From an optimization exercise on the open Yosys and OpenROAD flow, aimed at small area; shortcuts taken in it are not production practice.
At most, simulation tests tie the RTL to the original design; equivalence was not proved.
No driver is modelled on the clock port, so clocking that relies on it looks cheaper here than on a real chip.
No activity file was given, so power comes from the tool's default toggle rates.

Setup of the reference run:
==> module dmi_jtag, before the edit <==
module dmi_jtag (
    input  logic i_clk,
    input  logic i_tms,
    input  logic i_td,
    output logic o_td
);
    localparam logic [3:0] EXIT2_DR = 4'h0, EXIT1_DR = 4'h1, SHIFT_DR = 4'h2, PAUSE_DR = 4'h3, SELECT_IR = 4'h7, UPDATE_DR = 4'h4, CAPTURE_DR = 4'h6, SELECT_DR = 4'h5, EXIT2_IR = 4'h8, EXIT1_IR = 4'h9, SHIFT_IR = 4'hA, PAUSE_IR = 4'hB, RUN_IDLE = 4'hC, UPDATE_IR = 4'hD, CAPTURE_IR = 4'hE, TEST_RESET = 4'hF;
    logic [3:0] state, next_state;
    logic [31:0] sr;       
    logic [40:0] dmi;      
    logic ia, ib;          
    logic err;             
    logic tdo;
    always_comb begin
        case (state)
            TEST_RESET: next_state = i_tms ? TEST_RESET : RUN_IDLE;
            RUN_IDLE:   next_state = i_tms ? SELECT_DR  : RUN_IDLE;
            SELECT_DR:  next_state = i_tms ? SELECT_IR  : CAPTURE_DR;
            CAPTURE_DR: next_state = i_tms ? EXIT1_DR   : SHIFT_DR;
            SHIFT_DR:   next_state = i_tms ? EXIT1_DR   : SHIFT_DR;
            EXIT1_DR:   next_state = i_tms ? UPDATE_DR  : PAUSE_DR;
            PAUSE_DR:   next_state = i_tms ? EXIT2_DR   : PAUSE_DR;
            EXIT2_DR:   next_state = i_tms ? UPDATE_DR  : SHIFT_DR;
            UPDATE_DR:  next_state = i_tms ? SELECT_DR  : RUN_IDLE;
            SELECT_IR:  next_state = i_tms ? TEST_RESET : CAPTURE_IR;
            CAPTURE_IR: next_state = i_tms ? EXIT1_IR   : SHIFT_IR;
            SHIFT_IR:   next_state = i_tms ? EXIT1_IR   : SHIFT_IR;
            EXIT1_IR:   next_state = i_tms ? UPDATE_IR  : PAUSE_IR;
            PAUSE_IR:   next_state = i_tms ? EXIT2_IR   : PAUSE_IR;
            EXIT2_IR:   next_state = i_tms ? UPDATE_IR  : SHIFT_IR;
            default:    next_state = i_tms ? SELECT_DR  : RUN_IDLE;  
        endcase
    end
    always_ff @(posedge i_clk)
        state <= next_state;
    wire tlr    = (state == TEST_RESET);
    wire cap_dr = (state == CAPTURE_DR);
    wire cap_ir = (state == CAPTURE_IR);
    wire sh_dr  = (state == SHIFT_DR);
    wire sh_ir  = (state == SHIFT_IR);
    wire upd_dr = (state == UPDATE_DR);
    wire upd_ir = (state == UPDATE_IR);
    wire sel_id    = ia & ~ib;
    wire sel_dtmcs = ~ia & ib;
    wire sel_dmi   = ia & ib;
    logic s_sh, d_sh, d_hold;
    wire s_hold = ~(sh_dr | sh_ir | cap_dr | cap_ir);
    wire ld_ir = cap_ir;
    wire ld_dt = cap_dr & sel_dtmcs;
    always_ff @(negedge i_clk) begin
        s_sh   <= sh_dr | sh_ir;
        d_sh   <= sh_dr & sel_dmi;
        d_hold <= ~(tlr | (sh_dr & sel_dmi));
    end
    logic [31:0] ld;
    always_comb begin
        ld = '0;
        ld[27] = ld_ir;
        ld[29] = ld_ir;
        ld[10] = ld_dt & err;
        ld[18] = ld_dt;
        ld[22] = ld_dt;
        ld[23] = ld_dt;
        ld[24] = ld_dt;
        ld[28] = ld_dt;
    end
    wire s_in = i_td ^ (sel_id & ~state[3]);   
    always_ff @(posedge i_clk)
        sr <= ld | ({32{s_sh}} & {s_in, sr[31:1]}) | ({32{s_hold}} & sr);
    always_ff @(posedge i_clk)
        dmi <= ({41{d_sh}} & {i_td, dmi[40:1]}) | ({41{d_hold}} & dmi);
    wire ir_z = ~(sr[28] | sr[29] | sr[30]);
    always_ff @(negedge i_clk) begin
        if (tlr) begin
            ia <= 1'b1;
            ib <= 1'b0;
        end else if (upd_ir) begin
            ia <= ir_z & sr[27];
            ib <= ir_z & sr[31];
        end
    end
    always_ff @(negedge i_clk) begin
        if (tlr)
            err <= 1'b0;
        else if (upd_dr) begin
            if (sel_dtmcs && (sr[15] || sr[14]))
                err <= 1'b0;
            else if (sel_dmi)
                err <= 1'b1;
        end
    end
    always_ff @(negedge i_clk)
        tdo <= (sh_ir & sr[27]) |
               (sh_dr & sel_id & ~sr[0]) |
               (sh_dr & sel_dtmcs & sr[0]) |
               (sh_dr & sel_dmi & dmi[0]);
    assign o_td = tdo;
endmodule
export LEC_CHECK = 0
export ABC_AREA = 0
export CAP_MARGIN = 0
export CORE_MARGIN = 2
export CORE_UTILIZATION = 40
export CTS_BUF_LIST = sky130_fd_sc_hd__clkbuf_8
export SLEW_MARGIN = 0
export CTS_ARGS = -sink_clustering_enable -repair_clock_nets -dont_use_dummy_load -buf_list sky130_fd_sc_hd__clkbuf_8
export POST_CTS_TCL = /design/flow/flow/post_cts.tcl
export BUFFER_PORTS_ARGS = -buffer_cell sky130_fd_sc_hd__buf_1
create_clock -name core_clock -period 8.0 [get_ports {i_clk}]
standard.sh (not shown) runs the stock make flow with config.mk's settings and CLKGATE_MAP_FILE= SYNTH_SCRIPT=/design/flow/synth_recipe.tcl, a recipe that flattens the netlist after the stock synthesis.
==> flow/flow/run.sh <==
#!/bin/bash
# The standard layout (standard.sh) with these changes:
# - clock tree synthesis inserts no dummy loads;
# - after it, flow/post_cts.tcl downsizes the clock buffers (keeping clock
#   pin slews under 118 ps) and the logic cells (keeping timing met and no
#   slew/cap/fanout violations), see flow/area_recover.tcl;
# - ports are buffered with buf_1.
# All tool output goes to standard.log and ORFS's own logs under orfs/logs.
set -euo pipefail
here=$(pwd)
cat >> config.mk <<EOC
export CTS_ARGS = -sink_clustering_enable -repair_clock_nets -dont_use_dummy_load -buf_list sky130_fd_sc_hd__clkbuf_8
export POST_CTS_TCL = $here/flow/post_cts.tcl
export BUFFER_PORTS_ARGS = -buffer_cell sky130_fd_sc_hd__buf_1
EOC
bash standard.sh > standard.log 2>&1
Other scripts of this flow, unchanged in this note and not shown: flow/flow/area_recover.tcl, flow/flow/post_cts.tcl
The following lists how the trial run was set up differently from the reference run:
diff --git a/flow/design.v b/flow/design.v
--- a/flow/design.v
+++ b/flow/design.v
@@ -5,9 +5,13 @@
     input  logic i_tms,
     input  logic i_td,
     output logic o_td
 );
-    localparam logic [3:0] EXIT2_DR = 4'h0, EXIT1_DR = 4'h1, SHIFT_DR = 4'h2, PAUSE_DR = 4'h3, SELECT_IR = 4'h7, UPDATE_DR = 4'h4, CAPTURE_DR = 4'h6, SELECT_DR = 4'h5, EXIT2_IR = 4'h8, EXIT1_IR = 4'h9, SHIFT_IR = 4'hA, PAUSE_IR = 4'hB, RUN_IDLE = 4'hC, UPDATE_IR = 4'hD, CAPTURE_IR = 4'hE, TEST_RESET = 4'hF;
+    localparam logic [3:0] EXIT2_DR = 4'h0, EXIT1_DR = 4'h1, SHIFT_DR = 4'h2,
+        PAUSE_DR = 4'h3, SELECT_IR = 4'h7, UPDATE_DR = 4'h4, CAPTURE_DR = 4'h6,
+        SELECT_DR = 4'h5, EXIT2_IR = 4'h8, EXIT1_IR = 4'h9, SHIFT_IR = 4'hA,
+        PAUSE_IR = 4'hB, RUN_IDLE = 4'hC, UPDATE_IR = 4'hD, CAPTURE_IR = 4'hE,
+        TEST_RESET = 4'hF;
     logic [3:0] state, next_state;
     logic [31:0] sr;       
     logic [40:0] dmi;      
     logic ia, ib;          
@@ -71,9 +75,9 @@
         sr <= ld | ({32{s_sh}} & {s_in, sr[31:1]}) | ({32{s_hold}} & sr);
     always_ff @(posedge i_clk)
         dmi <= ({41{d_sh}} & {i_td, dmi[40:1]}) | ({41{d_hold}} & dmi);
     wire ir_z = ~(sr[28] | sr[29] | sr[30]);
-    always_ff @(negedge i_clk) begin
+    always_ff @(posedge i_clk) begin
         if (tlr) begin
             ia <= 1'b1;
             ib <= 1'b0;
         end else if (upd_ir) begin
On fraction of the core area covered by cells at the end of the flow, the trial run and the reference run are neck and neck.
Reported leakage power for the trial run: about 0.66% down relative to the reference run
In the trial run the net count reported at finish turned out 2 lower than in the reference run.
The trial run -> the reference run: count of multi-input gates delta 0, exact match
The run showing the smaller slew at the pin closest to its max-slew limit is the reference run.
The reference run → the trial run: via-per-instance ratio has decreased; fraction of area in registers held; first-pass GRT wire length went down about 0.5%.
| clock power share | the reference run vs the trial run | ≈ equal |
For the trial run, only the layout was checked, not whether the RTL still works.


Setup of orange:
The RTL this note starts from:
==> flow/design.v <==
`timescale 1ns / 1ps
`default_nettype none
module dmi_jtag (
    input  logic i_clk,
    input  logic i_tms,
    input  logic i_td,
    output logic o_td
);
    localparam logic [3:0] EXIT2_DR = 4'h0, EXIT1_DR = 4'h1, SHIFT_DR = 4'h2,
        PAUSE_DR = 4'h3, SELECT_IR = 4'h4, UPDATE_DR = 4'h5, CAPTURE_DR = 4'h6,
        SELECT_DR = 4'h7, EXIT2_IR = 4'h8, EXIT1_IR = 4'h9, SHIFT_IR = 4'hA,
        PAUSE_IR = 4'hB, RUN_IDLE = 4'hC, UPDATE_IR = 4'hD, CAPTURE_IR = 4'hE,
        TEST_RESET = 4'hF;
    logic [3:0] state, next_state;
    logic [31:0] sr;       
    logic [40:0] dmi;      
    logic ia, ib;          
    logic err;             
    logic tdo;
    always_comb begin
        case (state)
            TEST_RESET: next_state = i_tms ? TEST_RESET : RUN_IDLE;
            RUN_IDLE:   next_state = i_tms ? SELECT_DR  : RUN_IDLE;
            SELECT_DR:  next_state = i_tms ? SELECT_IR  : CAPTURE_DR;
            CAPTURE_DR: next_state = i_tms ? EXIT1_DR   : SHIFT_DR;
            SHIFT_DR:   next_state = i_tms ? EXIT1_DR   : SHIFT_DR;
            EXIT1_DR:   next_state = i_tms ? UPDATE_DR  : PAUSE_DR;
            PAUSE_DR:   next_state = i_tms ? EXIT2_DR   : PAUSE_DR;
            EXIT2_DR:   next_state = i_tms ? UPDATE_DR  : SHIFT_DR;
            UPDATE_DR:  next_state = i_tms ? SELECT_DR  : RUN_IDLE;
            SELECT_IR:  next_state = i_tms ? TEST_RESET : CAPTURE_IR;
            CAPTURE_IR: next_state = i_tms ? EXIT1_IR   : SHIFT_IR;
            SHIFT_IR:   next_state = i_tms ? EXIT1_IR   : SHIFT_IR;
            EXIT1_IR:   next_state = i_tms ? UPDATE_IR  : PAUSE_IR;
            PAUSE_IR:   next_state = i_tms ? EXIT2_IR   : PAUSE_IR;
            EXIT2_IR:   next_state = i_tms ? UPDATE_IR  : SHIFT_IR;
            default:    next_state = i_tms ? SELECT_DR  : RUN_IDLE;  
        endcase
    end
    always_ff @(posedge i_clk)
        state <= next_state;
    wire tlr    = (state == TEST_RESET);
    wire cap_dr = (state == CAPTURE_DR);
    wire cap_ir = (state == CAPTURE_IR);
    wire sh_dr  = (state == SHIFT_DR);
    wire sh_ir  = (state == SHIFT_IR);
    wire upd_dr = (state == UPDATE_DR);
    wire upd_ir = (state == UPDATE_IR);
    wire sel_id    = ia & ~ib;
    wire sel_dtmcs = ~ia & ib;
    wire sel_dmi   = ia & ib;
    logic s_sh, s_hold, ld_ir, ld_dt, d_sh, d_hold;
    always_ff @(negedge i_clk) begin
        s_sh   <= sh_dr | sh_ir;
        s_hold <= ~(sh_dr | sh_ir | cap_dr | cap_ir);
        ld_ir  <= cap_ir;
        ld_dt  <= cap_dr & sel_dtmcs;
        d_sh   <= sh_dr & sel_dmi;
        d_hold <= ~(tlr | (sh_dr & sel_dmi));
    end
    logic [31:0] ld;
    always_comb begin
        ld = '0;
        ld[27] = ld_ir;
        ld[29] = ld_ir;
        ld[10] = ld_dt & err;
        ld[18] = ld_dt;
        ld[22] = ld_dt;
        ld[23] = ld_dt;
        ld[24] = ld_dt;
        ld[28] = ld_dt;
    end
    wire s_in = i_td ^ (sel_id & sh_dr);
    always_ff @(posedge i_clk)
        sr <= ld | ({32{s_sh}} & {s_in, sr[31:1]}) | ({32{s_hold}} & sr);
    always_ff @(posedge i_clk)
        dmi <= ({41{d_sh}} & {i_td, dmi[40:1]}) | ({41{d_hold}} & dmi);
    wire ir_z = ~(sr[28] | sr[29] | sr[30]);
    always_ff @(negedge i_clk) begin
        if (tlr) begin
            ia <= 1'b1;
            ib <= 1'b0;
        end else if (upd_ir) begin
            ia <= ir_z & sr[27];
            ib <= ir_z & sr[31];
        end
    end
    always_ff @(negedge i_clk) begin
        if (tlr)
            err <= 1'b0;
        else if (upd_dr) begin
            if (sel_dtmcs && (sr[15] || sr[14]))
                err <= 1'b0;
            else if (sel_dmi)
                err <= 1'b1;
        end
    end
    always_ff @(negedge i_clk)
        tdo <= (sh_ir & sr[27]) |
               (sh_dr & sel_id & ~sr[0]) |
               (sh_dr & sel_dtmcs & sr[0]) |
               (sh_dr & sel_dmi & dmi[0]);
    assign o_td = tdo;
endmodule
==> flow/config.mk <==
export PLATFORM = sky130hd
export DESIGN_NAME = dmi_jtag
export DESIGN_NICKNAME = dmi_jtag
export VERILOG_FILES = /design/flow/design.v
export SDC_FILE = /design/flow/constraint.sdc
export NUM_CORES = 4
export LEC_CHECK = 0
export ABC_AREA = 0
export CAP_MARGIN = 20
export CORE_MARGIN = 2
export CORE_UTILIZATION = 40
export CTS_BUF_LIST = sky130_fd_sc_hd__clkbuf_8
export SLEW_MARGIN = 20
==> flow/constraint.sdc <==
create_clock -name core_clock -period 8.0 [get_ports {i_clk}]
set_input_delay 1.6000 -clock core_clock [delete_from_list [all_inputs] [get_ports {i_clk}]]
set_output_delay 1.6000 -clock core_clock [all_outputs]
set_load 0.01 [all_outputs]
run.sh (not shown) runs the stock make flow with config.mk's settings and CLKGATE_MAP_FILE= SYNTH_SCRIPT=/design/flow/synth_recipe.tcl, a recipe that flattens the netlist after the stock synthesis.
Stock flow here: none of the scripts above is used.
orange completed; timing, DRC and antenna clean
[inputs] blue vs orange
--- a/flow/design.v
+++ b/flow/design.v
@@ -50,10 +50,10 @@
     wire sel_dtmcs = ~ia & ib;
     wire sel_dmi   = ia & ib;
-    logic s_sh, s_hold, ld_ir, ld_dt, d_sh, d_hold;
+    logic s_sh, d_sh, d_hold;
+    wire s_hold = ~(state[1] & ~state[0]);    
+    wire ld_ir = cap_ir;
+    wire ld_dt = cap_dr & sel_dtmcs;
     always_ff @(negedge i_clk) begin
         s_sh   <= sh_dr | sh_ir;
-        s_hold <= ~(sh_dr | sh_ir | cap_dr | cap_ir);
-        ld_ir  <= cap_ir;
-        ld_dt  <= cap_dr & sel_dtmcs;
         d_sh   <= sh_dr & sel_dmi;
         d_hold <= ~(tlr | (sh_dr & sel_dmi));
[summary]
- orange ran to completion and came out clean on the timing, DRC and antenna checks.
- blue completed; timing, DRC and antenna clean
- Re area share of and/or/nand/nor cells after synthesis: blue is 1.2 points up on orange.
- blue vs. orange: area enclosed by the die boundary moved down; area of all placed cells without fillers has decreased; worst setup margin shows an increase of 0.028 ns; actual transition at the worst max-transition pin has decreased; synthesized cell count up 3.
- [compare] base=orange new=blue: fraction of area in multi-input gates now larger, flip-flop and latch count now smaller, row count comparable.
- In blue the met1 demand-to-capacity share in global routing turned out 0.34 points higher than in orange.
- blue vs. orange: number of vias in the routed layout went down by 20.
No functional check of the RTL was part of orange.
